Source: an optimization exercise on an open RTL-to-GDS flow (aim: small area). Production flows keep margins and buffers that such runs may drop.
Only simulation tests tie the RTL to the original design; equivalence was not proved.
The flow treats the clock pin as an ideal source, which a real chip does not have.
Power is estimated from default activity; no workload was simulated.

==> flow/design.v <==
module SDRAM_arbit(
    input                   sysclk_100M         ,
    input                   rst_n               ,
    output                  CKE                 ,
    output                  cs_n                ,
    output  reg             ras_n               ,
    output  reg             cas_n               ,
    output  reg             we_n                ,
    output          [12:0]  addr                ,
    output          [ 1:0]  ba                  ,
    output          [ 1:0]  dqm                 ,
    output                  dq_oe               ,   
    input                   write_trig          ,   
    output  reg             write_data_vld      ,   
    input                   read_trig           ,
    output  reg             read_data_vld       ,   
    output  reg             write_end
);
localparam  RW      = 10                        ;    
localparam  [RW-1:0] ROW_LAST = 938 - 1;    
localparam  [6:0]    COL_LAST = (256 >> 2) - 1;  
localparam  [2:0]   A_INIT  = 3'b000 ,
                    A_ARB   = 3'b001 ,
                    A_REF   = 3'b010 ,
                    A_W0    = 3'b100 ,    
                    A_W1    = 3'b101 ,
                    A_R0    = 3'b110 ,    
                    A_R1    = 3'b111 ;
reg     [ 2:0]  ast         ;
reg             wr_flag     ;    
wire    a_init  = (ast == A_INIT)               ;
wire    a_arb   = (ast == A_ARB)                ;
wire    a_ref   = (ast == A_REF)                ;
wire    a_wr    = ast[2] & ~ast[1]              ;
wire    a_rd    = ast[2] &  ast[1]              ;
wire    ack_w   = (ast == A_W0)                 ;
wire    ack_r   = (ast == A_R0)                 ;
localparam  [14:0]  PWR_END = 15'd20000 ;    
localparam  [ 9:0]  S780    = 10'b0011010100;
localparam  [ 9:0]  M780    = 10'b1101101110;
reg     [ 9:0]  cnt         ;
reg             ref_req     ;
always @(posedge sysclk_100M) begin
    if (rst_n == 1'b0) begin
        cnt     <= 10'd0;
        ref_req <= 1'b0;
    end else if (a_arb & ref_req) begin
        cnt     <= 10'd0;
        ref_req <= 1'b0;
    end else begin
        cnt     <= {cnt[8:0], ~(cnt[9] ^ cnt[6])};
        if ((cnt & M780) == (S780 & M780))
            ref_req <= 1'b1;
    end
end
wire    ref_cmd     = cnt[0] & ~cnt[1];      
wire    ref_last    = cnt[6];                
localparam  [2:0]   W_IDLE  = 3'd0 ,
                    W_REQ0  = 3'd1 ,
                    W_REQ1  = 3'd2 ,
                    W_ACT0  = 3'd3 ,
                    W_ACT1  = 3'd4 ,
                    W_WR    = 3'd5 ,
                    W_PRE   = 3'd6 ;
reg     [ 2:0]  wst         ;
reg             w_pc        ;    
reg             w_pe        ;    
reg     [ 8:0]  w_al        ;    
reg     [RW-1:0] w_rowl     ;    
reg             w_bank      ;    
wire    w_row_last = &(w_rowl | ~ROW_LAST);
wire    w_col_last = (w_al[8:2] == COL_LAST);
wire    w_req   = (wst == W_REQ1) | ((wst == W_ACT0) & ~w_pc);
wire    w_b3    = write_data_vld & (w_al[1:0] == 2'd2);      
wire    w_rowend = w_b3 & (w_al[8:2] == 7'h7f);
wire    w_wrapc = w_b3 & w_col_last & w_row_last;            
wire    w_wrapd = (w_al[1:0] == 2'd3) & w_col_last & w_row_last;    
wire    [RW+8:0]    w_cnt   = {w_rowl, w_al};
wire    [RW+8:0]    w_cy    = {w_cy[RW+7:0] & w_cnt[RW+7:0], write_data_vld | a_init};
wire    [14:0]  icnt    = {w_rowl[5:0], w_al};
wire    c_hi        = &(icnt | ~PWR_END);                        
wire    init_last   = a_init & c_hi & w_al[3] & w_al[1] & w_al[0];  
always @(posedge sysclk_100M) begin
    if (rst_n == 1'b0)
        wst <= W_IDLE;
    else case (wst)
        W_IDLE: if (write_trig) wst <= W_REQ0;
        W_REQ0: wst <= W_REQ1;
        W_REQ1: if (ack_w) wst <= W_ACT0;
        W_ACT0: wst <= W_ACT1;
        W_ACT1: wst <= W_WR;
        W_WR:   if (w_b3 & (ref_req | write_end | w_rowend)) wst <= W_PRE;
        W_PRE:  if (w_pc) begin
                    if (write_end)      wst <= W_IDLE;
                    else if (ref_req)   wst <= W_REQ0;
                    else                wst <= W_ACT0;
                end
        default: wst <= W_IDLE;
    endcase
end
always @(posedge sysclk_100M) begin
    if (rst_n == 1'b0) begin
        w_pc            <= 1'b0;
        w_pe            <= 1'b0;
        write_data_vld  <= 1'b0;
        write_end       <= 1'b0;
        w_al            <= 9'd0;
        w_rowl          <= {RW{1'b0}};
        w_bank          <= 1'b0;
    end else begin
        w_pc            <= (wst == W_PRE);
        w_pe            <= w_pc;
        write_data_vld  <= (wst == W_WR);
        if (write_data_vld & (w_al[1:0] == 2'd1) & (w_al[7:2] == 6'h3f))
            write_end   <= 1'b1;
        else if (wst == W_ACT0 || wst == W_ACT1)
            write_end   <= 1'b0;
        if (w_wrapd | init_last)
            {w_rowl, w_al}  <= {(RW+9){1'b0}};
        else
            {w_rowl, w_al}  <= {w_rowl, w_al} ^ w_cy;
        if (w_wrapc)
            w_bank      <= ~w_bank;
    end
end
localparam  [3:0]   R_IDLE  = 4'd0 ,
                    R_REQ0  = 4'd1 ,
                    R_REQ1  = 4'd2 ,
                    R_ACT0  = 4'd3 ,
                    R_ACT1  = 4'd4 ,
                    R_PRE   = 4'd5 ;
reg     [ 3:0]  rst         ;
reg             r_pc        ;
reg             r_pe        ;
reg             read_end    ;
reg     [ 6:0]  r_col       ;
reg     [RW-1:0] r_row      ;
reg             r_bank      ;    
wire    r_rd    = rst[3];
wire    r_row_last = &(r_row | ~ROW_LAST);
wire    r_col_last = (r_col == COL_LAST);
wire    r_req   = (rst == R_REQ1) | ((rst == R_ACT0) & ~r_pc);
wire    r_c7    = (rst == 4'b1111);
wire    r_p7    = ((rst == 4'b1000) & read_data_vld) | ((rst == R_PRE) & ~r_pc);
wire    r_rowend = (r_col == 7'h7f);
wire    [RW+6:0]    r_cnt   = {r_row, r_col};
wire    [RW+6:0]    r_cy    = {r_cy[RW+5:0] & r_cnt[RW+5:0], r_p7};      
always @(posedge sysclk_100M) begin
    if (rst_n == 1'b0)
        rst <= R_IDLE;
    else if (r_rd) begin
        if (rst[2:0] != 3'd7 || !(read_end | ref_req | r_rowend))
            rst <= {1'b1, rst[2:0] + 3'd1};
        else
            rst <= R_PRE;
    end else case (rst)
        R_IDLE: if (read_trig) rst <= R_REQ0;
        R_REQ0: rst <= R_REQ1;
        R_REQ1: if (ack_r) rst <= R_ACT0;
        R_ACT0: rst <= R_ACT1;
        R_ACT1: rst <= 4'b1000;
        R_PRE:  if (r_pc) begin
                    if (read_end)       rst <= R_IDLE;
                    else if (ref_req)   rst <= R_REQ0;
                    else                rst <= R_ACT0;
                end
        default: rst <= R_IDLE;
    endcase
end
always @(posedge sysclk_100M) begin
    if (rst_n == 1'b0) begin
        r_pc            <= 1'b0;
        r_pe            <= 1'b0;
        read_end        <= 1'b1;
        r_col           <= 7'd0;
        r_row           <= {RW{1'b0}};
        r_bank          <= 1'b0;
    end else begin
        r_pc            <= (rst == R_PRE);
        r_pe            <= r_pc;
        if (rst == 4'b1110 && r_col[5:0] == 6'h3f)
            read_end    <= 1'b1;
        else if (rst == R_ACT0 || rst == R_ACT1)
            read_end    <= 1'b0;
        if (r_p7 & r_col_last & r_row_last)
            {r_row, r_col}  <= {(RW+7){1'b0}};
        else
            {r_row, r_col}  <= {r_row, r_col} ^ r_cy;
        if (r_c7 & r_col_last & r_row_last)
            r_bank      <= ~w_bank;
    end
end
always @(posedge sysclk_100M)
    read_data_vld <= r_rd & rst[2];
wire    both    = w_req & r_req & write_end & read_end;
wire    go_w    = both ? ~wr_flag : (w_req & read_end);
wire    go_r    = both ?  wr_flag : (r_req & write_end);
always @(posedge sysclk_100M) begin
    if (rst_n == 1'b0)
        ast <= A_INIT;
    else case (ast)
        A_INIT: if (init_last) ast <= A_ARB;
        A_ARB:  if (ref_req)    ast <= A_REF;
                else if (go_w)  ast <= A_W0;
                else if (go_r)  ast <= A_R0;
        A_REF:  if (ref_last) ast <= A_ARB;
        A_W0:   ast <= A_W1;
        A_W1:   if (w_pe & (ref_req | write_end)) ast <= A_ARB;
        A_R0:   ast <= A_R1;
        A_R1:   if (r_pe & (ref_req | read_end)) ast <= A_ARB;
        default: ast <= A_INIT;
    endcase
end
always @(posedge sysclk_100M) begin
    if (a_init | a_rd)
        wr_flag <= 1'b0;
    else if (a_wr)
        wr_flag <= 1'b1;
end
wire        w_is_row = (wst == W_ACT1) | ((wst == W_WR) & ~write_data_vld);
wire        r_is_row = (rst == R_ACT1) | ((rst == 4'b1000) & ~r_p7);
wire        r_is_col = (r_rd & (rst[2:0] != 3'd0)) | r_p7;
wire    i_pre   = a_init & c_hi & (w_al[3:0] == 4'd2);     
wire    i_ref   = a_init & c_hi & (w_al[3:0] == 4'd4);     
wire    i_mrs   = init_last;                                
wire    f_ref   = a_ref & ref_cmd;
wire    c_act   = (a_wr & (wst == W_ACT1)) | (a_rd & (rst == R_ACT1));
wire    c_pre   = (a_wr & (wst == W_PRE) & w_pc) | (a_rd & (rst == R_PRE) & r_pc) | i_pre;
wire    c_wr    = a_wr & write_data_vld & (w_al[1:0] == 2'd0);
wire    c_rd    = a_rd & (rst == 4'b1001);
wire    c_ref   = i_ref | f_ref;
wire    s_wrow  = a_wr & w_is_row;
wire    s_wcol  = a_wr & ~w_is_row;
wire    s_rrow  = a_rd & r_is_row;
wire    s_rcol  = a_rd & ~r_is_row & r_is_col;
wire    s_a10   = (a_rd & ~r_is_row & ~r_is_col) | (a_init & ~init_last);
reg     [10:0]  addr_q  ;
reg             ba_q    ;
always @(posedge sysclk_100M) begin
    ras_n   <= ~(c_act | c_pre | c_ref | i_mrs);
    cas_n   <= ~(c_wr | c_rd | c_ref | i_mrs);
    we_n    <= ~(c_wr | c_pre | i_mrs);
    if (~a_arb) begin
        addr_q  <= ({11{s_wrow}} & {{(11-RW){1'b0}}, w_rowl}) |
                   ({11{s_wcol}} & {2'b00, w_al}) |
                   ({11{s_rrow}} & {{(11-RW){1'b0}}, r_row}) |
                   ({11{s_rcol}} & {2'b00, r_col, 2'b00}) |
                   {s_a10, 4'b0000, i_mrs, i_mrs, 2'b00, i_mrs, 1'b0};
        ba_q    <= (a_wr & w_bank) | (a_rd & r_bank);
    end
end
assign  addr    = {2'b00, addr_q};
assign  ba      = {ba_q, 1'b0};
assign  cs_n    = 1'b0;
assign  CKE     = 1'b1;
assign  dqm     = 2'b00;
assign  dq_oe   = a_wr;
endmodule
==> flow/flow/run.sh <==
#!/bin/bash
cp standard.sh standard_sh_copy.log
export BUFFER_PORTS_ARGS="-buffer_cell sky130_fd_sc_hd__buf_1"
export CTS_ARGS="-sink_clustering_enable -repair_clock_nets -dont_use_dummy_load -buf_list sky130_fd_sc_hd__clkbuf_16 -root_buf sky130_fd_sc_hd__clkbuf_8"
export SKIP_REPAIR_TIE_FANOUT=1
bash standard.sh > standard.log 2>&1
==> flow/standard.sh <==
#!/bin/bash
# synth_recipe.tcl (not shown) runs the flow's synth.tcl, then flattens the netlist and writes it again
# the make line also repeats each setting of config.mk as NAME=value (left out here)
make -C /OpenROAD-flow-scripts/flow DESIGN_CONFIG=/design/flow/config.mk WORK_HOME=/design/flow/orfs CLKGATE_MAP_FILE= SYNTH_SCRIPT=/design/flow/synth_recipe.tcl "${@:-finish}"
==> flow/config.mk <==
export PLATFORM = sky130hd
export DESIGN_NAME = SDRAM_arbit
export DESIGN_NICKNAME = SDRAM_arbit
export VERILOG_FILES = /design/flow/design.v
export SDC_FILE = /design/flow/constraint.sdc
export NUM_CORES = 4
export LEC_CHECK = 0
export CAP_MARGIN = 20
export CORE_MARGIN = 2
export CORE_UTILIZATION = 40
export SLEW_MARGIN = 20
==> flow/constraint.sdc <==
create_clock -name core_clock -period 10.0 [get_ports {sysclk_100M}]
set_input_delay 2.0000 -clock core_clock [delete_from_list [all_inputs] [get_ports {sysclk_100M}]]
set_output_delay 2.0000 -clock core_clock [all_outputs]
set_load 0.01 [all_outputs]
==> results of run 1 <==
## sequential cells by signal (all words and copies together), names as in the netlist, 3 cells and up
name	count
cnt	10
wst	3
ast	3
r_row	10
addr_q	11
r_col	7
w_al	9
rst	4
w_rowl	10
## cell usage after synthesis, types with 3 or more instances
master / number
sky130_fd_sc_hd__nor2_1: 23
sky130_fd_sc_hd__o21ai_0: 15
sky130_fd_sc_hd__dfxtp_1: 71
sky130_fd_sc_hd__nand4_1: 6
sky130_fd_sc_hd__a21oi_1: 14
sky130_fd_sc_hd__clkbuf_1: 8
sky130_fd_sc_hd__nand3_1: 11
sky130_fd_sc_hd__a22o_1: 6
sky130_fd_sc_hd__nand2_1: 19
sky130_fd_sc_hd__nor2b_1: 5
sky130_fd_sc_hd__ha_1: 40
sky130_fd_sc_hd__and3_1: 7
sky130_fd_sc_hd__buf_2: 7
sky130_fd_sc_hd__o211ai_1: 3
sky130_fd_sc_hd__edfxtp_1: 12
sky130_fd_sc_hd__a311oi_1: 3
sky130_fd_sc_hd__nor3_1: 7
sky130_fd_sc_hd__and2_1: 49
sky130_fd_sc_hd__nand2b_1: 4
sky130_fd_sc_hd__o311ai_0: 4
sky130_fd_sc_hd__mux2i_1: 4
sky130_fd_sc_hd__buf_4: 8
sky130_fd_sc_hd__inv_1: 12
sky130_fd_sc_hd__a31oi_1: 3
sky130_fd_sc_hd__xor2_1: 3
sky130_fd_sc_hd__a221o_1: 7
## kinds of logic after synthesis
family	synth area share [%]
compound gates	14.1
other cells	0.190
fa+ha+maj	12.7
buf+inv	4.67
flops	45.2
simple gates	21.3
xor+xnor	0.889
mux	1.02
## area by class of cell
type                    instances  area (um2)
clock buffers                   9         124
repair buffers                 22        82.6
flip-flops and latches         83        1780
inverters                      13        48.8
well taps                     133         166
fillers                       949        5500
multi-input cells             275        1980
## final timing paths
kind	slack [ps]	end	depth (start not counted)
max	5360	w_rowl[9]	22
min	430	cnt[5]	1
max reg2reg	5360	w_rowl[9]	22
min reg2reg	430	cnt[5]	1
## metal layers
metal / GRT usage [%] / wire length, um / vias to the layer above
li1: - / - / 1431
met2: 24.4 / 3450 / 73
met3: 3.43 / 443 / 13
met5: 0 / 0 / -
met1: 24.2 / 3960 / 1318
met4: 7.79 / 199 / 0
## critical path, stage by stage, from the launching register on
cell                      delay (ps)
sky130_fd_sc_hd__dfxtp_1         590
sky130_fd_sc_hd__nor3_2          130
sky130_fd_sc_hd__or2_2           300
sky130_fd_sc_hd__ha_1            190
sky130_fd_sc_hd__ha_1            190
sky130_fd_sc_hd__ha_1            180
sky130_fd_sc_hd__ha_1            180
sky130_fd_sc_hd__ha_1            180
sky130_fd_sc_hd__ha_1            180
sky130_fd_sc_hd__ha_1            170
sky130_fd_sc_hd__ha_1            180
sky130_fd_sc_hd__ha_1            180
sky130_fd_sc_hd__ha_1            180
sky130_fd_sc_hd__ha_1            180
sky130_fd_sc_hd__ha_1            180
sky130_fd_sc_hd__ha_1            180
sky130_fd_sc_hd__ha_1            190
sky130_fd_sc_hd__ha_1            190
sky130_fd_sc_hd__ha_1            190
sky130_fd_sc_hd__ha_1            180
sky130_fd_sc_hd__ha_1            180
sky130_fd_sc_hd__xor2_1          130
sky130_fd_sc_hd__and2_1          150
## through the flow
| stage | std cells | setup WS [ps] | power [uW] | area (um2) | util (%) |
|---|---|---|---|---|---|
| after floorplan | 396 | 5820 | 584 | 3940 | - |
| after global placement | 526 | 5470 | 627 | 4060 | 41.9 |
| after detailed placement | 526 | 5370 | 630 | 4060 | 41.9 |
| after CTS | 535 | 5350 | 814 | 4180 | 43.2 |
| after global routing | 535 | 5080 | 869 | 4180 | 43.2 |
| final | 535 | 5360 | 810 | 4180 | 43.2 |
## power groups by stage
| stage | sequential, uW | clock, uW | combinational [uW] |
|---|---|---|---|
| 2_1_floorplan | 429 | 0 | 155 |
| 3_3_place_gp | 443 | 0 | 184 |
| 3_5_place_dp | 443 | 0 | 187 |
| 4_1_cts | 435 | 190 | 188 |
| 5_1_grt | 447 | 204 | 218 |
| 6_report | 437 | 185 | 189 |
==> flow_results.xml, run 1 <==
<?xml version="1.0" encoding="UTF-8"?>
<metrics>
  <group name="layout">
    <metric name="layout_common_cells" unit="">sky130_fd_sc_hd__dfxtp_1, sky130_fd_sc_hd__and2_1, sky130_fd_sc_hd__ha_1</metric>
    <metric name="flow.area_growth_from_synthesis" unit="%">6.03</metric>
    <metric name="leading_cell_type_in_the_layout_fill_and_taps_excluded" unit="">sky130_fd_sc_hd__dfxtp_1</metric>
    <metric name="share_of_layout_cells_above_drive_strength_1" unit="%">4.73</metric>
    <metric name="final_net_count" unit="">448</metric>
    <metric name="antenna_cells" unit="">0</metric>
  </group>
  <group name="clock_network">
    <metric name="tritoncts_buffer_count" unit="">9</metric>
    <metric name="hold_fix_buffers_cts" unit="">0</metric>
    <metric name="tritoncts" unit="">done</metric>
    <metric name="tritoncts_num_sinks" unit="">83</metric>
    <metric name="clkSlewWorstSetupHoldPaths" unit="ps">80</metric>
    <metric name="postCtsResizedCells" unit="">0</metric>
    <metric name="number_of_buffers_added_for_setup_after_cts" unit="">0</metric>
    <metric name="clock-root-buffer" unit="">sky130_fd_sc_hd__clkbuf_8</metric>
    <metric name="cts_buffer_depth" unit="">2</metric>
    <metric name="worstSkewPairLatency" unit="ps">370</metric>
    <metric name="h_tree_levels" unit="">3</metric>
  </group>
  <group name="route">
    <metric name="routed-via-count" unit="">2835</metric>
    <metric name="drt_first_iter_violations" unit="">252</metric>
    <metric name="routed_wl" unit="um">8050</metric>
    <metric name="drtPass1Iterations" unit="">4</metric>
    <metric name="number_of_vias_per_cell_after_detailed_routing" unit="">5.30</metric>
    <metric name="drc_errors" unit="">0</metric>
    <metric name="drt-wirelength-per-cell" unit="um">15.1</metric>
    <metric name="drt.antenna.violating_nets" unit="">0</metric>
  </group>
  <group name="sta">
    <metric name="timing.max_slew.rel_slack" unit="%">51.6</metric>
    <metric name="period_share" unit="%">46.4</metric>
    <metric name="report.final.slew_viol_count" unit="">0</metric>
    <metric name="achievable-frequency" unit="MHz">215</metric>
    <metric name="setup_repair_after_global_routing_missed_its_margin" unit="">no</metric>
    <metric name="timing.clock.skew" unit="ps">38.2</metric>
    <metric name="setup_total_negative_slack" unit="ps">0</metric>
    <metric name="post-route-min-period" unit="ps">4640</metric>
    <metric name="worst-slew-pin-transition" unit="ps">726</metric>
    <metric name="report.final.hold_viol_count" unit="">0</metric>
    <metric name="hold-worst-slack" unit="ps">433</metric>
    <metric name="finalSetupViolCount" unit="">0</metric>
  </group>
  <group name="power_and_ir_drop">
    <metric name="power.net_switching" unit="uW">266</metric>
    <metric name="vdd.ir_drop.worst" unit="uV">67.0</metric>
    <metric name="power.density" unit="nW/um2">194</metric>
    <metric name="internal-power" unit="uW">544</metric>
    <metric name="power.share.switching" unit="%">32.8</metric>
    <metric name="p_clk_share" unit="%">22.8</metric>
    <metric name="seq_power_share" unit="%">53.9</metric>
    <metric name="static_leakage_power" unit="uW">0.00179</metric>
    <metric name="share_of_power_burned_in_combinational_logic" unit="%">23.3</metric>
  </group>
  <group name="global_route">
    <metric name="vias_in_the_first_global_route" unit="">2663</metric>
    <metric name="globalRoute.totalOverflow" unit="">0</metric>
    <metric name="grt_antenna_before_repair" unit="">0</metric>
    <metric name="all_layer_global_routing_usage" unit="%">16.9</metric>
    <metric name="grt_max_degree" unit="">20</metric>
    <metric name="grt_pass1_wl" unit="um">13500</metric>
  </group>
  <group name="placement">
    <metric name="place.gp.congestion" unit="">0.897</metric>
    <metric name="buffer_ports.inserted" unit="">22</metric>
    <metric name="place.detailed.hpwl" unit="um">5790</metric>
  </group>
  <group name="floorplan">
    <metric name="die_height" unit="um">103</metric>
    <metric name="die_area" unit="um2">10700</metric>
    <metric name="i_o_pins" unit="">30</metric>
    <metric name="placementRows" unit="">36</metric>
    <metric name="starting_density_of_the_core" unit="%">40.7</metric>
    <metric name="die-width" unit="um">103</metric>
    <metric name="area_of_the_core" unit="um2">9680</metric>
  </group>
  <group name="yosys">
    <metric name="synth.ff_latch_count" unit="">83</metric>
    <metric name="ys_top_cells_by_area" unit="">sky130_fd_sc_hd__dfxtp_1, sky130_fd_sc_hd__ha_1, sky130_fd_sc_hd__edfxtp_1</metric>
    <metric name="synth_sequential_area_ratio" unit="%">45.2</metric>
    <metric name="yosysTopAreaCellShare" unit="%">36.1</metric>
    <metric name="post_synth_instance_area" unit="um2">3940</metric>
    <metric name="ys.flop_type" unit="">sky130_fd_sc_hd__dfxtp_1</metric>
    <metric name="yosysUniqueCellTypes" unit="">57</metric>
    <metric name="syn_area_per_cell" unit="um2">9.96</metric>
    <metric name="synth.yosys.warnings" unit="">1</metric>
    <metric name="synth_enable_flop_cells" unit="">12</metric>
    <metric name="syn_inst" unit="">396</metric>
    <metric name="synthArstFlopShare" unit="%">0</metric>
    <metric name="yosys.area.top_type" unit="">sky130_fd_sc_hd__dfxtp_1</metric>
  </group>
  <group name="critical_path">
    <metric name="crit_fanout" unit="">13</metric>
    <metric name="worst_ep_required_time" unit="ps">10260</metric>
    <metric name="criticalPathCategory" unit="">reg2reg</metric>
    <metric name="r2r-start" unit="">ast[1]</metric>
    <metric name="worstSetupStartpointType" unit="">flop</metric>
    <metric name="critPathArrivalTime" unit="ps">4900</metric>
    <metric name="critPathCaptureType" unit="">flop</metric>
    <metric name="crit_path_start" unit="">ast[1]</metric>
  </group>
  <group name="job">
    <metric name="cap_violations" unit="">0</metric>
  </group>
  <group name="outcome">
    <metric name="status" unit="">complete, no violations</metric>
  </group>
  <group name="min_path">
    <metric name="class_of_the_worst_hold_path" unit="">reg2reg</metric>
    <metric name="min_from" unit="">cnt[4]</metric>
  </group>
</metrics>
==> run 2, diff against run 1 <==
==> flow/flow/run.sh (replaced) <==
#!/bin/bash
cp standard.sh standard_sh_copy.log
export BUFFER_PORTS_ARGS="-buffer_cell sky130_fd_sc_hd__buf_1"
export CTS_ARGS="-sink_clustering_enable -repair_clock_nets -dont_use_dummy_load -buf_list sky130_fd_sc_hd__clkbuf_4 -root_buf sky130_fd_sc_hd__clkbuf_8 -tree_buf sky130_fd_sc_hd__clkbuf_4 -sink_clustering_buffer sky130_fd_sc_hd__clkbuf_4 -sink_clustering_size 6"
bash standard.sh > standard.log 2>&1
==> flow_results.xml, run 2 <==
<?xml version="1.0" encoding="UTF-8"?>
<metrics>
  <group name="floorplan">
    <metric name="die-width" unit="um">103</metric>
    <metric name="area_of_the_core" unit="um2">9680</metric>
    <metric name="die_height" unit="um">103</metric>
    <metric name="die_area" unit="um2">10700</metric>
    <metric name="i_o_pins" unit="">30</metric>
    <metric name="starting_density_of_the_core" unit="%">40.7</metric>
    <metric name="placementRows" unit="">36</metric>
  </group>
  <group name="clock_network">
    <metric name="number_of_buffers_added_for_setup_after_cts" unit="">0</metric>
    <metric name="tritoncts" unit="">done</metric>
    <metric name="clock-root-buffer" unit="">sky130_fd_sc_hd__clkbuf_8</metric>
    <metric name="cts_buffer_depth" unit="">2</metric>
    <metric name="worstSkewPairLatency" unit="ps">360</metric>
    <metric name="tritoncts_buffer_count" unit="">9</metric>
    <metric name="postCtsResizedCells" unit="">0</metric>
    <metric name="h_tree_levels" unit="">3</metric>
    <metric name="tritoncts_num_sinks" unit="">83</metric>
    <metric name="hold_fix_buffers_cts" unit="">0</metric>
    <metric name="clkSlewWorstSetupHoldPaths" unit="ps">100</metric>
  </group>
  <group name="layout">
    <metric name="antenna_cells" unit="">0</metric>
    <metric name="leading_cell_type_in_the_layout_fill_and_taps_excluded" unit="">sky130_fd_sc_hd__dfxtp_1</metric>
    <metric name="share_of_layout_cells_above_drive_strength_1" unit="%">4.67</metric>
    <metric name="flip_flop_count_of_the_largest_register_after_layout" unit="">11</metric>
    <metric name="finish.cell_count_without_fillers" unit="">540</metric>
    <metric name="nFillCells" unit="">961</metric>
    <metric name="flow.area_growth_from_synthesis" unit="%">6.51</metric>
    <metric name="max_flop_register" unit="">addr_q</metric>
    <metric name="fin_area" unit="um2">4200</metric>
    <metric name="final_net_count" unit="">453</metric>
    <metric name="layout_common_cells" unit="">sky130_fd_sc_hd__dfxtp_1, sky130_fd_sc_hd__and2_1, sky130_fd_sc_hd__ha_1</metric>
  </group>
  <group name="yosys">
    <metric name="synth_enable_flop_cells" unit="">12</metric>
    <metric name="share_of_synthesized_area_spent_on_multiplexers" unit="%">1.02</metric>
    <metric name="yosysUniqueCellTypes" unit="">57</metric>
    <metric name="synthArstFlopShare" unit="%">0</metric>
    <metric name="yosys.area.top_type" unit="">sky130_fd_sc_hd__dfxtp_1</metric>
    <metric name="synth_area_in_compound_gates" unit="%">14.1</metric>
    <metric name="synth.ff_latch_count" unit="">83</metric>
    <metric name="syn_inst" unit="">396</metric>
    <metric name="post_synth_instance_area" unit="um2">3940</metric>
    <metric name="post_synth_xor_area_fraction" unit="%">0.889</metric>
    <metric name="synthTopCellsByCount" unit="">sky130_fd_sc_hd__dfxtp_1, sky130_fd_sc_hd__and2_1, sky130_fd_sc_hd__ha_1</metric>
    <metric name="ys.flop_type" unit="">sky130_fd_sc_hd__dfxtp_1</metric>
    <metric name="synth_sequential_area_ratio" unit="%">45.2</metric>
    <metric name="post_synth_fa_ha_maj_area_fraction" unit="%">12.7</metric>
    <metric name="synth.yosys.warnings" unit="">1</metric>
    <metric name="ys_top_cells_by_area" unit="">sky130_fd_sc_hd__dfxtp_1, sky130_fd_sc_hd__ha_1, sky130_fd_sc_hd__edfxtp_1</metric>
    <metric name="syn_area_per_cell" unit="um2">9.96</metric>
    <metric name="main_combinational_cell_family_by_area_after_synthesis" unit="">simple AND/OR/NAND/NOR gates</metric>
    <metric name="post_synth_and_or_nand_nor_area_fraction" unit="%">21.3</metric>
    <metric name="synth.most_common_cell" unit="">sky130_fd_sc_hd__dfxtp_1</metric>
    <metric name="yosysTopAreaCellShare" unit="%">36.1</metric>
  </group>
  <group name="power_and_ir_drop">
    <metric name="seq_power_share" unit="%">53.8</metric>
    <metric name="power.share.switching" unit="%">32.9</metric>
    <metric name="power.net_switching" unit="uW">267</metric>
    <metric name="share_of_power_burned_in_combinational_logic" unit="%">23.3</metric>
    <metric name="power.density" unit="nW/um2">193</metric>
    <metric name="internal-power" unit="uW">545</metric>
    <metric name="vdd.ir_drop.worst" unit="uV">66.2</metric>
    <metric name="p_clk_share" unit="%">22.9</metric>
    <metric name="static_leakage_power" unit="uW">0.00180</metric>
  </group>
  <group name="sta">
    <metric name="timing.max_slew.rel_slack" unit="%">50.2</metric>
    <metric name="post-route-min-period" unit="ps">4610</metric>
    <metric name="worst-slew-pin-transition" unit="ps">747</metric>
    <metric name="timing.clock.skew" unit="ps">33.6</metric>
    <metric name="layout_setup_ws" unit="ps">5390</metric>
    <metric name="period_share" unit="%">46.1</metric>
    <metric name="setup_total_negative_slack" unit="ps">0</metric>
    <metric name="report.final.slew_viol_count" unit="">0</metric>
    <metric name="report.final.hold_viol_count" unit="">0</metric>
    <metric name="setup_repair_after_global_routing_missed_its_margin" unit="">no</metric>
    <metric name="achievable-frequency" unit="MHz">217</metric>
    <metric name="finalSetupViolCount" unit="">0</metric>
  </group>
  <group name="route">
    <metric name="drtPass1Iterations" unit="">5</metric>
    <metric name="routed-via-count" unit="">2879</metric>
    <metric name="drt_first_iter_violations" unit="">197</metric>
    <metric name="routed_wl" unit="um">8050</metric>
    <metric name="drt-wirelength-per-cell" unit="um">14.9</metric>
    <metric name="number_of_vias_per_cell_after_detailed_routing" unit="">5.33</metric>
    <metric name="drc_errors" unit="">0</metric>
    <metric name="drt.antenna.violating_nets" unit="">0</metric>
  </group>
  <group name="critical_path">
    <metric name="criticalPathCategory" unit="">reg2reg</metric>
    <metric name="worstSetupStartpointType" unit="">flop</metric>
    <metric name="endpoint_of_the_worst_register_to_register_path" unit="">w_rowl[9]</metric>
    <metric name="critPathBufInv" unit="">0</metric>
    <metric name="r2r-start" unit="">ast[0]</metric>
    <metric name="critPathCaptureType" unit="">flop</metric>
    <metric name="worst_ep_required_time" unit="ps">10260</metric>
    <metric name="critPathArrivalTime" unit="ps">4880</metric>
    <metric name="crit_fanout" unit="">14</metric>
    <metric name="critical_path.top_delay_family" unit="">adder cells</metric>
    <metric name="max_stage_delay" unit="ps">590</metric>
    <metric name="cp_cell_sequence" unit="">nor3_2 &gt; or2_2 &gt; ha_1 &gt; ha_1 &gt; ha_1 &gt; ha_1 &gt; ha_1 &gt; ha_1 &gt; ha_1 &gt; ha_1 &gt; ha_1 &gt; ha_1 &gt; ha_1 &gt; ha_1 &gt; ha_1 &gt; ha_1 &gt; ha_1 &gt; ha_1 &gt; ha_1 &gt; ha_1 &gt; xor2_1 &gt; and2_1</metric>
    <metric name="worst-r2r-setup-slack" unit="ps">5390</metric>
    <metric name="reg2reg_depth" unit="">22</metric>
    <metric name="most_used_cell_cp" unit="">sky130_fd_sc_hd__ha_1</metric>
    <metric name="slowest_stage" unit="">sky130_fd_sc_hd__dfxtp_1</metric>
  </group>
  <group name="placement">
    <metric name="buffer_ports.inserted" unit="">22</metric>
    <metric name="placed_cells" unit="">531</metric>
    <metric name="place.gp.congestion" unit="">0.874</metric>
    <metric name="place.detailed.hpwl" unit="um">5740</metric>
    <metric name="placedInstanceArea" unit="um2">4080</metric>
    <metric name="detailedPlace.worstSlack" unit="ps">5370</metric>
  </group>
  <group name="global_route">
    <metric name="all_layer_global_routing_usage" unit="%">16.4</metric>
    <metric name="grt_antenna_before_repair" unit="">0</metric>
    <metric name="grt_max_degree" unit="">20</metric>
    <metric name="globalRoute.totalOverflow" unit="">0</metric>
    <metric name="grt_pass1_wl" unit="um">13500</metric>
    <metric name="vias_in_the_first_global_route" unit="">2699</metric>
  </group>
  <group name="min_path">
    <metric name="holdPathStages" unit="">1</metric>
    <metric name="min_from" unit="">cnt[4]</metric>
    <metric name="class_of_the_worst_hold_path" unit="">reg2reg</metric>
    <metric name="timing.hold.worst_endpoint" unit="">cnt[5]</metric>
  </group>
  <group name="outcome">
    <metric name="status" unit="">complete, no violations</metric>
  </group>
  <group name="job">
    <metric name="cap_violations" unit="">0</metric>
  </group>
</metrics>
[run 2: area by class of cell]
type / instances / area (um2) / area share [%]
multi-input cells: 280 / 2000 / 47.5
inverters: 13 / 48.8 / 1.16
well taps: 133 / 166 / 3.96
repair buffers: 22 / 82.6 / 1.97
flip-flops and latches: 83 / 1780 / 42.4
clock buffers: 9 / 124 / 2.95
[run 2: logic make-up (layout without fill, tap and decap cells)]
kind of cell               after synthesis  count (layout)
AOI/OAI and AO/OA                       76              76
xor gates and xnor gates                 4               4
adders and majority gates               40              40
buffers and inverters                   38              44
DFF                                     83              83
muxes                                    4               4
other                                    2               7
and+or+nand+nor                        149             149
[run 2: routing by layer]
layer | vias to the layer above | share of wire [%] | global-route usage, %
li1 | 1422 | - | -
met1 | 1371 | 51 | 23.8
met2 | 70 | 44 | 23.7
met3 | 16 | 3.0 | 4.37
met4 | 0 | 2.0 | 5.47
met5 | - | 0 | 0
[run 2: per-stage QoR]
step	hold WS (ps)	util, %	total power [uW]
floorplan	406	-	584
global placement	408	42.1	629
detailed placement	416	42.1	632
CTS	439	43.4	818
global route	454	43.4	870
finish	434	43.4	812
[run 2: worst max path at each step]
stage / start / endpoint / slack (ps) / cells after the start
global placement: ast[0] / w_rowl[9] / 5480 / 22
floorplan: ast[0] / w_rowl[9] / 5820 / 22
CTS: ast[0] / w_rowl[9] / 5380 / 22
finish: ast[0] / w_rowl[9] / 5390 / 22
global route: ast[0] / w_rowl[9] / 5100 / 22
detailed placement: ast[0] / w_rowl[9] / 5370 / 22
[run 2: power by group through the flow]
stage / sequential (uW) / clock, uW / combinational (uW)
4_1_cts: 437 / 192 / 188
6_report: 437 / 186 / 189
5_1_grt: 447 / 208 / 215
3_5_place_dp: 445 / 0 / 187
3_3_place_gp: 443 / 0 / 186
2_1_floorplan: 429 / 0 / 155
==> run 3, diff against run 2 <==
==> flow/flow/run.sh (replaced) <==
#!/bin/bash
cp standard.sh standard_sh_copy.log
export BUFFER_PORTS_ARGS="-buffer_cell sky130_fd_sc_hd__buf_1"
export CTS_ARGS="-sink_clustering_enable -repair_clock_nets -dont_use_dummy_load -buf_list sky130_fd_sc_hd__clkbuf_8 -root_buf sky130_fd_sc_hd__clkbuf_8"
export SKIP_REPAIR_TIE_FANOUT=1
# after clock tree synthesis, size cells down where timing allows
export POST_CTS_TCL="$(pwd)/flow/recover.tcl"
bash standard.sh > standard.log 2>&1
==> flow/flow/recover.tcl (new file) <==
# After clock tree synthesis: the design has several ns of setup slack, so
# size cells down where timing allows (power recovery), then re-legalize.
log_cmd estimate_parasitics -placement
log_cmd repair_timing -recover_power 100 -verbose
log_cmd detailed_placement
log_cmd check_placement -verbose
==> flow_results.xml, run 3 <==
<?xml version="1.0" encoding="UTF-8"?>
<metrics>
  <group name="outcome">
    <metric name="status" unit="">complete, no violations</metric>
  </group>
  <group name="floorplan">
    <metric name="area_of_the_core" unit="um2">9680</metric>
    <metric name="starting_density_of_the_core" unit="%">40.7</metric>
    <metric name="die_height" unit="um">103</metric>
    <metric name="die_area" unit="um2">10700</metric>
    <metric name="placementRows" unit="">36</metric>
    <metric name="die-width" unit="um">103</metric>
    <metric name="i_o_pins" unit="">30</metric>
  </group>
  <group name="sta">
    <metric name="worst-slew-pin-transition" unit="ps">741</metric>
    <metric name="setup_repair_after_global_routing_missed_its_margin" unit="">no</metric>
    <metric name="post-route-min-period" unit="ps">4670</metric>
    <metric name="layout_setup_ws" unit="ps">5330</metric>
    <metric name="finalSetupViolCount" unit="">0</metric>
    <metric name="setup_total_negative_slack" unit="ps">0</metric>
    <metric name="timing.max_slew.rel_slack" unit="%">50.6</metric>
    <metric name="report.final.hold_viol_count" unit="">0</metric>
    <metric name="report.final.slew_viol_count" unit="">0</metric>
    <metric name="achievable-frequency" unit="MHz">214</metric>
    <metric name="timing.clock.skew" unit="ps">35.9</metric>
    <metric name="period_share" unit="%">46.7</metric>
  </group>
  <group name="critical_path">
    <metric name="reg2reg_depth" unit="">22</metric>
    <metric name="critPathCaptureType" unit="">flop</metric>
    <metric name="endpoint_of_the_worst_register_to_register_path" unit="">w_rowl[9]</metric>
    <metric name="worstSetupStartpointType" unit="">flop</metric>
    <metric name="criticalPathCategory" unit="">reg2reg</metric>
    <metric name="worst-r2r-setup-slack" unit="ps">5330</metric>
    <metric name="r2r-start" unit="">ast[1]</metric>
    <metric name="worst_ep_required_time" unit="ps">10260</metric>
    <metric name="crit_fanout" unit="">13</metric>
    <metric name="critPathArrivalTime" unit="ps">4930</metric>
  </group>
  <group name="yosys">
    <metric name="synthTopCellsByCount" unit="">sky130_fd_sc_hd__dfxtp_1, sky130_fd_sc_hd__and2_1, sky130_fd_sc_hd__ha_1</metric>
    <metric name="post_synth_xor_area_fraction" unit="%">0.889</metric>
    <metric name="synth_sequential_area_ratio" unit="%">45.2</metric>
    <metric name="yosys.area.top_type" unit="">sky130_fd_sc_hd__dfxtp_1</metric>
    <metric name="post_synth_and_or_nand_nor_area_fraction" unit="%">21.3</metric>
    <metric name="synth.yosys.warnings" unit="">1</metric>
    <metric name="post_synth_instance_area" unit="um2">3940</metric>
    <metric name="post_synth_fa_ha_maj_area_fraction" unit="%">12.7</metric>
    <metric name="ys.flop_type" unit="">sky130_fd_sc_hd__dfxtp_1</metric>
    <metric name="synth_area_in_compound_gates" unit="%">14.1</metric>
    <metric name="yosysTopAreaCellShare" unit="%">36.1</metric>
    <metric name="syn_area_per_cell" unit="um2">9.96</metric>
    <metric name="ys_top_cells_by_area" unit="">sky130_fd_sc_hd__dfxtp_1, sky130_fd_sc_hd__ha_1, sky130_fd_sc_hd__edfxtp_1</metric>
    <metric name="synthArstFlopShare" unit="%">0</metric>
    <metric name="main_combinational_cell_family_by_area_after_synthesis" unit="">simple AND/OR/NAND/NOR gates</metric>
    <metric name="share_of_synthesized_area_spent_on_multiplexers" unit="%">1.02</metric>
    <metric name="yosysUniqueCellTypes" unit="">57</metric>
    <metric name="synth.ff_latch_count" unit="">83</metric>
    <metric name="syn_inst" unit="">396</metric>
    <metric name="synth_enable_flop_cells" unit="">12</metric>
    <metric name="synth.most_common_cell" unit="">sky130_fd_sc_hd__dfxtp_1</metric>
  </group>
  <group name="global_route">
    <metric name="vias_in_the_first_global_route" unit="">2662</metric>
    <metric name="grt.busiest_layer" unit="">met2</metric>
    <metric name="grt.met3_usage" unit="%">3.43</metric>
    <metric name="globalRoute.totalOverflow" unit="">0</metric>
    <metric name="grtUsageMet1" unit="%">24.0</metric>
    <metric name="grt_pass1_wl" unit="um">13400</metric>
    <metric name="all_layer_global_routing_usage" unit="%">16.8</metric>
    <metric name="grt_antenna_before_repair" unit="">0</metric>
    <metric name="met2_usage" unit="%">24.5</metric>
    <metric name="grt_max_degree" unit="">20</metric>
  </group>
  <group name="route">
    <metric name="routed-via-count" unit="">2837</metric>
    <metric name="drc_errors" unit="">0</metric>
    <metric name="drt.antenna.violating_nets" unit="">0</metric>
    <metric name="drt_first_iter_violations" unit="">274</metric>
    <metric name="routed_wl" unit="um">8080</metric>
    <metric name="number_of_vias_per_cell_after_detailed_routing" unit="">5.29</metric>
    <metric name="drt-wirelength-per-cell" unit="um">15.1</metric>
    <metric name="drtPass1Iterations" unit="">4</metric>
  </group>
  <group name="layout">
    <metric name="final_net_count" unit="">449</metric>
    <metric name="leading_cell_type_in_the_layout_fill_and_taps_excluded" unit="">sky130_fd_sc_hd__dfxtp_1</metric>
    <metric name="antenna_cells" unit="">0</metric>
    <metric name="layout_common_cells" unit="">sky130_fd_sc_hd__dfxtp_1, sky130_fd_sc_hd__ha_1, sky130_fd_sc_hd__and2_1</metric>
    <metric name="finished_core_util" unit="%">43.1</metric>
    <metric name="flip_flop_count_of_the_largest_register_after_layout" unit="">11</metric>
    <metric name="max_flop_register" unit="">addr_q</metric>
    <metric name="flow.area_growth_from_synthesis" unit="%">5.84</metric>
    <metric name="share_of_layout_cells_above_drive_strength_1" unit="%">3.97</metric>
  </group>
  <group name="power_and_ir_drop">
    <metric name="static_leakage_power" unit="uW">0.00178</metric>
    <metric name="p_clk_share" unit="%">22.8</metric>
    <metric name="power.density" unit="nW/um2">193</metric>
    <metric name="vdd.ir_drop.worst" unit="uV">66.1</metric>
    <metric name="share_of_power_burned_in_combinational_logic" unit="%">23.0</metric>
    <metric name="internal-power" unit="uW">542</metric>
    <metric name="power.net_switching" unit="uW">262</metric>
    <metric name="seq_power_share" unit="%">54.2</metric>
    <metric name="power.share.switching" unit="%">32.6</metric>
  </group>
  <group name="placement">
    <metric name="buffer_ports.inserted" unit="">22</metric>
    <metric name="place.gp.congestion" unit="">0.897</metric>
    <metric name="detailedPlace.worstSlack" unit="ps">5370</metric>
    <metric name="place.detailed.hpwl" unit="um">5790</metric>
  </group>
  <group name="clock_network">
    <metric name="tritoncts_num_sinks" unit="">83</metric>
    <metric name="worstSkewPairLatency" unit="ps">370</metric>
    <metric name="clkSlewWorstSetupHoldPaths" unit="ps">80</metric>
    <metric name="tritoncts" unit="">done</metric>
  </group>
  <group name="job">
    <metric name="cap_violations" unit="">0</metric>
  </group>
  <group name="min_path">
    <metric name="min_from" unit="">cnt[4]</metric>
    <metric name="timing.hold.worst_endpoint" unit="">cnt[5]</metric>
    <metric name="class_of_the_worst_hold_path" unit="">reg2reg</metric>
    <metric name="holdPathStages" unit="">1</metric>
  </group>
</metrics>
run 3: cell counts after synthesis:
Identical to the previous run, type by type.
run 3: worst max path at each step:
stage / startpoint / to / slack [ps] / cells past startpoint
3_5_place_dp: ast[1] / w_rowl[9] / 5370 / 22
3_3_place_gp: ast[0] / w_rowl[9] / 5470 / 22
6_report: ast[1] / w_rowl[9] / 5330 / 22
5_1_grt: ast[1] / w_rowl[9] / 5040 / 22
2_1_floorplan: ast[0] / w_rowl[9] / 5820 / 22
run 3: cell type report:
cell class / count / area [um2]
fill: 953 / 5510
multi-input combinational: 275 / 1960
sequential: 83 / 1780
tap: 133 / 166
clock buffer: 9 / 124
timing repair buffer: 23 / 90.1
inverter: 13 / 48.8
run 3: kinds of logic (layout without fill, tap and decap cells):
family	count (synthesis)	in the layout
compound gates	76	76
flops	83	83
buf+inv	38	45
fa+ha+maj	40	40
other cells	2	2
mux	4	4
xor+xnor	4	4
simple gates	149	149
run 3: power groups by stage:
stage          sequential (uW)  clock [uW]  combinational, uW
2_1_floorplan              429           0                155
5_1_grt                    446         204                214
3_5_place_dp               443           0                187
3_3_place_gp               443           0                184
6_report                   436         184                185
run 3: metrics by stage:
stage                     std cells  hold WS (ps)  area (um2)  total power, uW
final                           536           438        4170              804
after global routing            536           473        4170              864
after detailed placement        526           417        4060              630
after global placement          526           410        4060              627
after floorplan                 396           406        3940              584
run 3: critical path: stages, from the launching register on:
cell and delay (ps):
sky130_fd_sc_hd__dfxtp_1 570, sky130_fd_sc_hd__nor3_1 170, sky130_fd_sc_hd__or2_2 310, sky130_fd_sc_hd__ha_1 190, sky130_fd_sc_hd__ha_1 190, sky130_fd_sc_hd__ha_1 180
sky130_fd_sc_hd__ha_1 180, sky130_fd_sc_hd__ha_1 180, sky130_fd_sc_hd__ha_1 180, sky130_fd_sc_hd__ha_1 170, sky130_fd_sc_hd__ha_1 180, sky130_fd_sc_hd__ha_1 180
sky130_fd_sc_hd__ha_1 180, sky130_fd_sc_hd__ha_1 180, sky130_fd_sc_hd__ha_1 180, sky130_fd_sc_hd__ha_1 180, sky130_fd_sc_hd__ha_1 190, sky130_fd_sc_hd__ha_1 190
sky130_fd_sc_hd__ha_1 190, sky130_fd_sc_hd__ha_1 180, sky130_fd_sc_hd__ha_1 180, sky130_fd_sc_hd__xor2_1 130, sky130_fd_sc_hd__and2_0 150
run 3: routing by layer:
metal,wire length (um),up-vias
li1,-,1429
met4,136,0
met2,3500,84
met1,3970,1312
met5,0,-
met3,462,12
==> run 4, diff against run 3 <==
==> flow/flow/run.sh (replaced) <==
#!/bin/bash
cp standard.sh standard_sh_copy.log
export BUFFER_PORTS_ARGS="-buffer_cell sky130_fd_sc_hd__buf_1"
export CTS_ARGS="-sink_clustering_enable -repair_clock_nets -dont_use_dummy_load -root_buf sky130_fd_sc_hd__clkbuf_16 -buf_list sky130_fd_sc_hd__clkbuf_4"
export SKIP_REPAIR_TIE_FANOUT=1
# after clock tree synthesis, size cells down where timing allows
export POST_CTS_TCL="$(pwd)/flow/recover.tcl"
bash standard.sh > standard.log 2>&1
==> flow_results.xml, run 4 <==
<?xml version="1.0" encoding="UTF-8"?>
<metrics>
  <group name="placement">
    <metric name="place.gp.congestion" unit="">0.897</metric>
    <metric name="place.detailed.hpwl" unit="um">5790</metric>
    <metric name="placed_cells" unit="">526</metric>
    <metric name="placedInstanceArea" unit="um2">4060</metric>
    <metric name="buffer_ports.inserted" unit="">22</metric>
  </group>
  <group name="global_route">
    <metric name="grt_pass1_wl" unit="um">13600</metric>
    <metric name="globalRoute.totalOverflow" unit="">0</metric>
    <metric name="grt_max_degree" unit="">20</metric>
    <metric name="all_layer_global_routing_usage" unit="%">16.9</metric>
    <metric name="grt_antenna_before_repair" unit="">0</metric>
    <metric name="vias_in_the_first_global_route" unit="">2675</metric>
  </group>
  <group name="layout">
    <metric name="share_of_layout_cells_above_drive_strength_1" unit="%">3.97</metric>
    <metric name="final_net_count" unit="">449</metric>
    <metric name="flip_flop_count_of_the_largest_register_after_layout" unit="">11</metric>
    <metric name="leading_cell_type_in_the_layout_fill_and_taps_excluded" unit="">sky130_fd_sc_hd__dfxtp_1</metric>
    <metric name="max_flop_register" unit="">addr_q</metric>
    <metric name="fin_area" unit="um2">4270</metric>
    <metric name="flow.area_growth_from_synthesis" unit="%">8.41</metric>
    <metric name="finish.cell_count_without_fillers" unit="">536</metric>
    <metric name="layout_common_cells" unit="">sky130_fd_sc_hd__dfxtp_1, sky130_fd_sc_hd__ha_1, sky130_fd_sc_hd__and2_1</metric>
    <metric name="antenna_cells" unit="">0</metric>
  </group>
  <group name="route">
    <metric name="routed_wl" unit="um">8110</metric>
    <metric name="drt.antenna.violating_nets" unit="">0</metric>
    <metric name="routed-via-count" unit="">2823</metric>
    <metric name="drc_errors" unit="">0</metric>
    <metric name="drtPass1Iterations" unit="">4</metric>
    <metric name="number_of_vias_per_cell_after_detailed_routing" unit="">5.27</metric>
    <metric name="drt-wirelength-per-cell" unit="um">15.1</metric>
    <metric name="drt_first_iter_violations" unit="">232</metric>
  </group>
  <group name="min_path">
    <metric name="holdPathStages" unit="">1</metric>
    <metric name="class_of_the_worst_hold_path" unit="">reg2reg</metric>
  </group>
  <group name="clock_network">
    <metric name="tritoncts" unit="">done</metric>
    <metric name="tritoncts_num_sinks" unit="">83</metric>
    <metric name="clkSlewWorstSetupHoldPaths" unit="ps">60</metric>
    <metric name="worstSkewPairLatency" unit="ps">340</metric>
  </group>
  <group name="sta">
    <metric name="worst-slew-pin-transition" unit="ps">721</metric>
    <metric name="timing.clock.skew" unit="ps">22.0</metric>
    <metric name="setup_repair_after_global_routing_missed_its_margin" unit="">no</metric>
    <metric name="setup_total_negative_slack" unit="ps">0</metric>
    <metric name="period_share" unit="%">46.8</metric>
    <metric name="finalSetupViolCount" unit="">0</metric>
    <metric name="report.final.hold_viol_count" unit="">0</metric>
    <metric name="post-route-min-period" unit="ps">4680</metric>
    <metric name="report.final.slew_viol_count" unit="">0</metric>
    <metric name="achievable-frequency" unit="MHz">214</metric>
    <metric name="timing.max_slew.rel_slack" unit="%">51.9</metric>
  </group>
  <group name="critical_path">
    <metric name="reg2reg_depth" unit="">22</metric>
    <metric name="crit_fanout" unit="">13</metric>
    <metric name="critPathArrivalTime" unit="ps">4910</metric>
    <metric name="critPathCaptureType" unit="">flop</metric>
    <metric name="worst_ep_required_time" unit="ps">10230</metric>
    <metric name="criticalPathCategory" unit="">reg2reg</metric>
    <metric name="worstSetupStartpointType" unit="">flop</metric>
  </group>
  <group name="yosys">
    <metric name="synth.yosys.warnings" unit="">1</metric>
    <metric name="synthArstFlopShare" unit="%">0</metric>
    <metric name="synth.ff_latch_count" unit="">83</metric>
    <metric name="yosys.area.top_type" unit="">sky130_fd_sc_hd__dfxtp_1</metric>
    <metric name="synth_sequential_area_ratio" unit="%">45.2</metric>
    <metric name="post_synth_instance_area" unit="um2">3940</metric>
    <metric name="synthTopCellsByCount" unit="">sky130_fd_sc_hd__dfxtp_1, sky130_fd_sc_hd__and2_1, sky130_fd_sc_hd__ha_1</metric>
    <metric name="syn_area_per_cell" unit="um2">9.96</metric>
    <metric name="syn_inst" unit="">396</metric>
    <metric name="synth_enable_flop_cells" unit="">12</metric>
    <metric name="ys_top_cells_by_area" unit="">sky130_fd_sc_hd__dfxtp_1, sky130_fd_sc_hd__ha_1, sky130_fd_sc_hd__edfxtp_1</metric>
    <metric name="yosysTopAreaCellShare" unit="%">36.1</metric>
    <metric name="ys.flop_type" unit="">sky130_fd_sc_hd__dfxtp_1</metric>
    <metric name="synth.most_common_cell" unit="">sky130_fd_sc_hd__dfxtp_1</metric>
    <metric name="yosysUniqueCellTypes" unit="">57</metric>
  </group>
  <group name="power_and_ir_drop">
    <metric name="power.density" unit="nW/um2">210</metric>
    <metric name="vdd.ir_drop.worst" unit="uV">73.7</metric>
    <metric name="static_leakage_power" unit="uW">0.00183</metric>
  </group>
  <group name="outcome">
    <metric name="status" unit="">complete, no violations</metric>
  </group>
  <group name="floorplan">
    <metric name="die_height" unit="um">103</metric>
    <metric name="placementRows" unit="">36</metric>
    <metric name="area_of_the_core" unit="um2">9680</metric>
    <metric name="die_area" unit="um2">10700</metric>
    <metric name="i_o_pins" unit="">30</metric>
    <metric name="starting_density_of_the_core" unit="%">40.7</metric>
    <metric name="die-width" unit="um">103</metric>
  </group>
  <group name="job">
    <metric name="cap_violations" unit="">0</metric>
  </group>
</metrics>
-- run 4: cell counts after synthesis --
Identical to the previous run, type by type.
-- run 4: kinds of logic after synthesis --
family / count (synthesis) / synth area share (%)
and+or+nand+nor: 149 / 21.3
DFF: 83 / 45.2
AOI/OAI and AO/OA: 76 / 14.1
adders and majority gates: 40 / 12.7
buffers and inverters: 38 / 4.67
xor gates and xnor gates: 4 / 0.889
muxes: 4 / 1.02
other: 2 / 0.190
-- run 4: per-stage QoR --
| step | power [uW] | hold WS (ps) | util, % | worst slack (ps) |
|---|---|---|---|---|
| 6_report | 896 | 435 | 44.1 | 5320 |
| 5_1_grt | 954 | 469 | 44.1 | 5000 |
| 3_5_place_dp | 630 | 417 | 41.9 | 5370 |
| 3_3_place_gp | 627 | 410 | 41.9 | 5470 |
| 2_1_floorplan | 584 | 406 | - | 5820 |
-- run 4: path summary, 6_finish.rpt --
path	from	end	slack, ps
min reg2reg	cnt[4]	cnt[5]	430
max	ast[1]	w_rowl[9]	5320
min	cnt[4]	cnt[5]	430
max reg2reg	ast[1]	w_rowl[9]	5320
-- run 4: routing by layer --
layer	GRT usage, %	up-vias	part of all wire [%]
met5	0	-	0
met4	8.30	0	2.4
met3	2.62	14	4.1
met2	24.8	48	43
met1	24.3	1332	51
li1	-	1429	-
-- run 4: power by group --
part | total [uW] | switching (uW) | internal (uW)
Combinational | 185 | 110 | 74.8
Sequential | 436 | 48.8 | 388
Clock | 275 | 117 | 158
-- run 4: worst max-delay path, cell delays in order (launching register included) --
cell,delay (ps)
sky130_fd_sc_hd__dfxtp_1,560
sky130_fd_sc_hd__nor3_1,170
sky130_fd_sc_hd__or2_2,310
sky130_fd_sc_hd__ha_1,190
sky130_fd_sc_hd__ha_1,180
sky130_fd_sc_hd__ha_1,180
sky130_fd_sc_hd__ha_1,180
sky130_fd_sc_hd__ha_1,180
sky130_fd_sc_hd__ha_1,180
sky130_fd_sc_hd__ha_1,170
sky130_fd_sc_hd__ha_1,180
sky130_fd_sc_hd__ha_1,180
sky130_fd_sc_hd__ha_1,180
sky130_fd_sc_hd__ha_1,180
sky130_fd_sc_hd__ha_1,180
sky130_fd_sc_hd__ha_1,170
sky130_fd_sc_hd__ha_1,180
sky130_fd_sc_hd__ha_1,200
sky130_fd_sc_hd__ha_1,190
sky130_fd_sc_hd__ha_1,180
sky130_fd_sc_hd__ha_1,180
sky130_fd_sc_hd__xor2_1,130
sky130_fd_sc_hd__and2_0,150
-- run 4: final cells by class --
type	count	area, um2
clock buffers	9	225
fillers	944	5410
inverters	13	48.8
multi-input cells	275	1960
flip-flops and latches	83	1780
well taps	133	166
repair buffers	23	90.1
==> run 5, diff against run 4 <==
==> flow/flow/run.sh (replaced) <==
#!/bin/bash
cp standard.sh standard_sh_copy.log
export BUFFER_PORTS_ARGS="-buffer_cell sky130_fd_sc_hd__buf_1"
export CTS_ARGS="-sink_clustering_enable -repair_clock_nets -dont_use_dummy_load -root_buf sky130_fd_sc_hd__clkbuf_8 -buf_list sky130_fd_sc_hd__clkbuf_4 -sink_clustering_buffer sky130_fd_sc_hd__clkbuf_4 -sink_clustering_size 8 -sink_clustering_max_diameter 30 -sink_clustering_levels 2"
export SKIP_REPAIR_TIE_FANOUT=1
# after clock tree synthesis, size cells down where timing allows
export POST_CTS_TCL="$(pwd)/flow/recover.tcl"
bash standard.sh > standard.log 2>&1
==> flow_results.xml, run 5 <==
<?xml version="1.0" encoding="UTF-8"?>
<metrics>
  <group name="critical_path">
    <metric name="worst_ep_required_time" unit="ps">10260</metric>
    <metric name="slowest_stage" unit="">sky130_fd_sc_hd__dfxtp_1</metric>
    <metric name="criticalPathCategory" unit="">reg2reg</metric>
    <metric name="cp_cell_sequence" unit="">nor3_1 &gt; or2_2 &gt; ha_1 &gt; ha_1 &gt; ha_1 &gt; ha_1 &gt; ha_1 &gt; ha_1 &gt; ha_1 &gt; ha_1 &gt; ha_1 &gt; ha_1 &gt; ha_1 &gt; ha_1 &gt; ha_1 &gt; ha_1 &gt; ha_1 &gt; ha_1 &gt; ha_1 &gt; ha_1 &gt; xor2_1 &gt; and2_0</metric>
    <metric name="max_stage_delay" unit="ps">570</metric>
    <metric name="critPathCaptureType" unit="">flop</metric>
    <metric name="critical_path.top_delay_family" unit="">adder cells</metric>
    <metric name="most_used_cell_cp" unit="">sky130_fd_sc_hd__ha_1</metric>
    <metric name="critPathArrivalTime" unit="ps">4930</metric>
    <metric name="reg2reg_depth" unit="">22</metric>
    <metric name="worstSetupStartpointType" unit="">flop</metric>
    <metric name="timing.critical_path.depth" unit="">22</metric>
    <metric name="crit_fanout" unit="">13</metric>
    <metric name="critPathBufInv" unit="">0</metric>
  </group>
  <group name="yosys">
    <metric name="yosysUniqueCellTypes" unit="">57</metric>
    <metric name="synth.yosys.warnings" unit="">1</metric>
    <metric name="synthArstFlopShare" unit="%">0</metric>
    <metric name="synth.most_common_cell" unit="">sky130_fd_sc_hd__dfxtp_1</metric>
    <metric name="synth.ff_latch_count" unit="">83</metric>
    <metric name="syn_inst" unit="">396</metric>
    <metric name="synth_sequential_area_ratio" unit="%">45.2</metric>
    <metric name="post_synth_instance_area" unit="um2">3940</metric>
    <metric name="synthTopCellsByCount" unit="">sky130_fd_sc_hd__dfxtp_1, sky130_fd_sc_hd__and2_1, sky130_fd_sc_hd__ha_1</metric>
    <metric name="ys_top_cells_by_area" unit="">sky130_fd_sc_hd__dfxtp_1, sky130_fd_sc_hd__ha_1, sky130_fd_sc_hd__edfxtp_1</metric>
    <metric name="yosysTopAreaCellShare" unit="%">36.1</metric>
    <metric name="ys.flop_type" unit="">sky130_fd_sc_hd__dfxtp_1</metric>
    <metric name="syn_area_per_cell" unit="um2">9.96</metric>
    <metric name="synth_enable_flop_cells" unit="">12</metric>
    <metric name="yosys.area.top_type" unit="">sky130_fd_sc_hd__dfxtp_1</metric>
  </group>
  <group name="sta">
    <metric name="report.final.hold_viol_count" unit="">0</metric>
    <metric name="period_share" unit="%">46.7</metric>
    <metric name="post-route-min-period" unit="ps">4670</metric>
    <metric name="achievable-frequency" unit="MHz">214</metric>
    <metric name="hold-worst-slack" unit="ps">438</metric>
    <metric name="timing.max_slew.rel_slack" unit="%">50.6</metric>
    <metric name="timing.clock.skew" unit="ps">35.9</metric>
    <metric name="worst-slew-pin-transition" unit="ps">741</metric>
    <metric name="setup_total_negative_slack" unit="ps">0</metric>
    <metric name="finalSetupViolCount" unit="">0</metric>
    <metric name="setup_repair_after_global_routing_missed_its_margin" unit="">no</metric>
    <metric name="report.final.slew_viol_count" unit="">0</metric>
  </group>
  <group name="power_and_ir_drop">
    <metric name="vdd.ir_drop.worst" unit="uV">66.1</metric>
    <metric name="fin_total_pwr" unit="uW">804</metric>
    <metric name="seq_power_share" unit="%">54.2</metric>
    <metric name="power.share.switching" unit="%">32.6</metric>
    <metric name="power.net_switching" unit="uW">262</metric>
    <metric name="power.density" unit="nW/um2">193</metric>
    <metric name="share_of_power_burned_in_combinational_logic" unit="%">23.0</metric>
    <metric name="p_clk_share" unit="%">22.8</metric>
    <metric name="static_leakage_power" unit="uW">0.00178</metric>
    <metric name="internal-power" unit="uW">542</metric>
  </group>
  <group name="min_path">
    <metric name="class_of_the_worst_hold_path" unit="">reg2reg</metric>
    <metric name="holdPathStages" unit="">1</metric>
  </group>
  <group name="layout">
    <metric name="nFillCells" unit="">953</metric>
    <metric name="antenna_cells" unit="">0</metric>
    <metric name="flip_flop_count_of_the_largest_register_after_layout" unit="">11</metric>
    <metric name="leading_cell_type_in_the_layout_fill_and_taps_excluded" unit="">sky130_fd_sc_hd__dfxtp_1</metric>
    <metric name="layout_common_cells" unit="">sky130_fd_sc_hd__dfxtp_1, sky130_fd_sc_hd__ha_1, sky130_fd_sc_hd__and2_1</metric>
    <metric name="max_flop_register" unit="">addr_q</metric>
    <metric name="final_net_count" unit="">449</metric>
    <metric name="flow.area_growth_from_synthesis" unit="%">5.84</metric>
    <metric name="share_of_layout_cells_above_drive_strength_1" unit="%">3.97</metric>
  </group>
  <group name="job">
    <metric name="cap_violations" unit="">0</metric>
  </group>
  <group name="route">
    <metric name="drt_first_iter_violations" unit="">274</metric>
    <metric name="routed-via-count" unit="">2837</metric>
    <metric name="number_of_vias_per_cell_after_detailed_routing" unit="">5.29</metric>
    <metric name="drtPass1Iterations" unit="">4</metric>
    <metric name="routed_wl" unit="um">8080</metric>
    <metric name="drt-wirelength-per-cell" unit="um">15.1</metric>
    <metric name="drc_errors" unit="">0</metric>
    <metric name="drt.antenna.violating_nets" unit="">0</metric>
  </group>
  <group name="floorplan">
    <metric name="placementRows" unit="">36</metric>
    <metric name="i_o_pins" unit="">30</metric>
    <metric name="area_of_the_core" unit="um2">9680</metric>
    <metric name="die_area" unit="um2">10700</metric>
    <metric name="die-width" unit="um">103</metric>
    <metric name="starting_density_of_the_core" unit="%">40.7</metric>
    <metric name="die_height" unit="um">103</metric>
  </group>
  <group name="global_route">
    <metric name="grt_antenna_before_repair" unit="">0</metric>
    <metric name="grt_max_degree" unit="">20</metric>
    <metric name="all_layer_global_routing_usage" unit="%">16.8</metric>
    <metric name="vias_in_the_first_global_route" unit="">2662</metric>
    <metric name="globalRoute.totalOverflow" unit="">0</metric>
    <metric name="grt_pass1_wl" unit="um">13400</metric>
  </group>
  <group name="placement">
    <metric name="buffer_ports.inserted" unit="">22</metric>
    <metric name="place.detailed.hpwl" unit="um">5790</metric>
    <metric name="place.gp.congestion" unit="">0.897</metric>
  </group>
  <group name="clock_network">
    <metric name="tritoncts_num_sinks" unit="">83</metric>
    <metric name="clkSlewWorstSetupHoldPaths" unit="ps">80</metric>
    <metric name="tritoncts" unit="">done</metric>
    <metric name="worstSkewPairLatency" unit="ps">370</metric>
  </group>
  <group name="outcome">
    <metric name="status" unit="">complete, no violations</metric>
  </group>
</metrics>
-- run 5: cell counts after synthesis --
No cell type changed its count.
-- run 5: logic make-up (layout without fill, tap and decap cells) --
kind of cell	count (synthesis)	in the layout	synth area share (%)
mux	4	4	1.02
xor+xnor	4	4	0.889
other cells	2	2	0.190
flops	83	83	45.2
buf+inv	38	45	4.67
simple gates	149	149	21.3
fa+ha+maj	40	40	12.7
compound gates	76	76	14.1
-- run 5: power by group through the flow --
stage / Combinational (uW) / Clock [uW] / Sequential (uW)
after floorplan: 155 / 0 / 429
after global placement: 184 / 0 / 443
after detailed placement: 187 / 0 / 443
after global routing: 214 / 204 / 446
final: 185 / 184 / 436
-- run 5: per-layer routing --
metal | global-route usage, % | vias to the layer above | part of all wire, %
met5 | 0 | - | 0
met4 | 7.39 | 0 | 1.7
met3 | 3.43 | 12 | 5.7
met2 | 24.5 | 84 | 43
met1 | 24.0 | 1312 | 49
li1 | - | 1429 | -
-- run 5: path summary, 6_finish.rpt --
| path | end | slack (ps) | start |
|---|---|---|---|
| max | w_rowl[9] | 5330 | ast[1] |
| min | cnt[5] | 440 | cnt[4] |
| max reg2reg | w_rowl[9] | 5330 | ast[1] |
| min reg2reg | cnt[5] | 440 | cnt[4] |
-- run 5: worst reg2reg max path, cell delays in order (launching register included) --
cell and delay (ps):
sky130_fd_sc_hd__dfxtp_1 570, sky130_fd_sc_hd__nor3_1 170, sky130_fd_sc_hd__or2_2 310, sky130_fd_sc_hd__ha_1 190, sky130_fd_sc_hd__ha_1 190, sky130_fd_sc_hd__ha_1 180
sky130_fd_sc_hd__ha_1 180, sky130_fd_sc_hd__ha_1 180, sky130_fd_sc_hd__ha_1 180, sky130_fd_sc_hd__ha_1 170, sky130_fd_sc_hd__ha_1 180, sky130_fd_sc_hd__ha_1 180
sky130_fd_sc_hd__ha_1 180, sky130_fd_sc_hd__ha_1 180, sky130_fd_sc_hd__ha_1 180, sky130_fd_sc_hd__ha_1 180, sky130_fd_sc_hd__ha_1 190, sky130_fd_sc_hd__ha_1 190
sky130_fd_sc_hd__ha_1 190, sky130_fd_sc_hd__ha_1 180, sky130_fd_sc_hd__ha_1 180, sky130_fd_sc_hd__xor2_1 130, sky130_fd_sc_hd__and2_0 150
-- run 5: metrics by stage --
step,std cells,utilization (%),worst slack [ps],area (um2)
2_1_floorplan,396,-,5820,3940
3_5_place_dp,526,41.9,5370,4060
5_1_grt,536,43.1,5040,4170
6_report,536,43.1,5330,4170
3_3_place_gp,526,41.9,5470,4060
-- run 5: layout make-up --
class                           count  area, um2  area share (%)
Tap cell                          133        166            3.99
Multi-Input combinational cell    275       1960            47.0
Sequential cell                    83       1780            42.7
Clock buffer                        9        124            2.97
Timing Repair Buffer               23       90.1            2.16
Inverter                           13       48.8            1.17

-- re-timing with driven ports --
In the flow no input, the clock included, has a driving cell. The finished layouts below were timed again as built, in two steps. Step 1 sets driving cells, clkbuf_16 on the clock port and buf_2 on the other inputs (assumed; they add their load-dependent delay and slew). Step 2 moves the port delays by t, midway between the first and last clock arrival at a register: inputs arrive t later, outputs are due t later. That takes back most of the time a late clock gives input paths. a / b / c = no drivers / after step 1 / after step 2; a / b = the first two.
run	t, ns	setup slack, ns	worst register clock-pin slew, ns
run 1	0.379	5.358 / 5.358 / 5.358	0.09 / 0.09
run 2	0.378	5.388 / 5.388 / 5.388	0.10 / 0.10
run 3	0.379	5.327 / 5.327 / 5.327	0.09 / 0.09
run 4	0.364	5.323 / 5.323 / 5.323	0.06 / 0.06
run 5	0.379	5.327 / 5.327 / 5.327	0.09 / 0.09
After both steps every run listed still meets setup and hold.
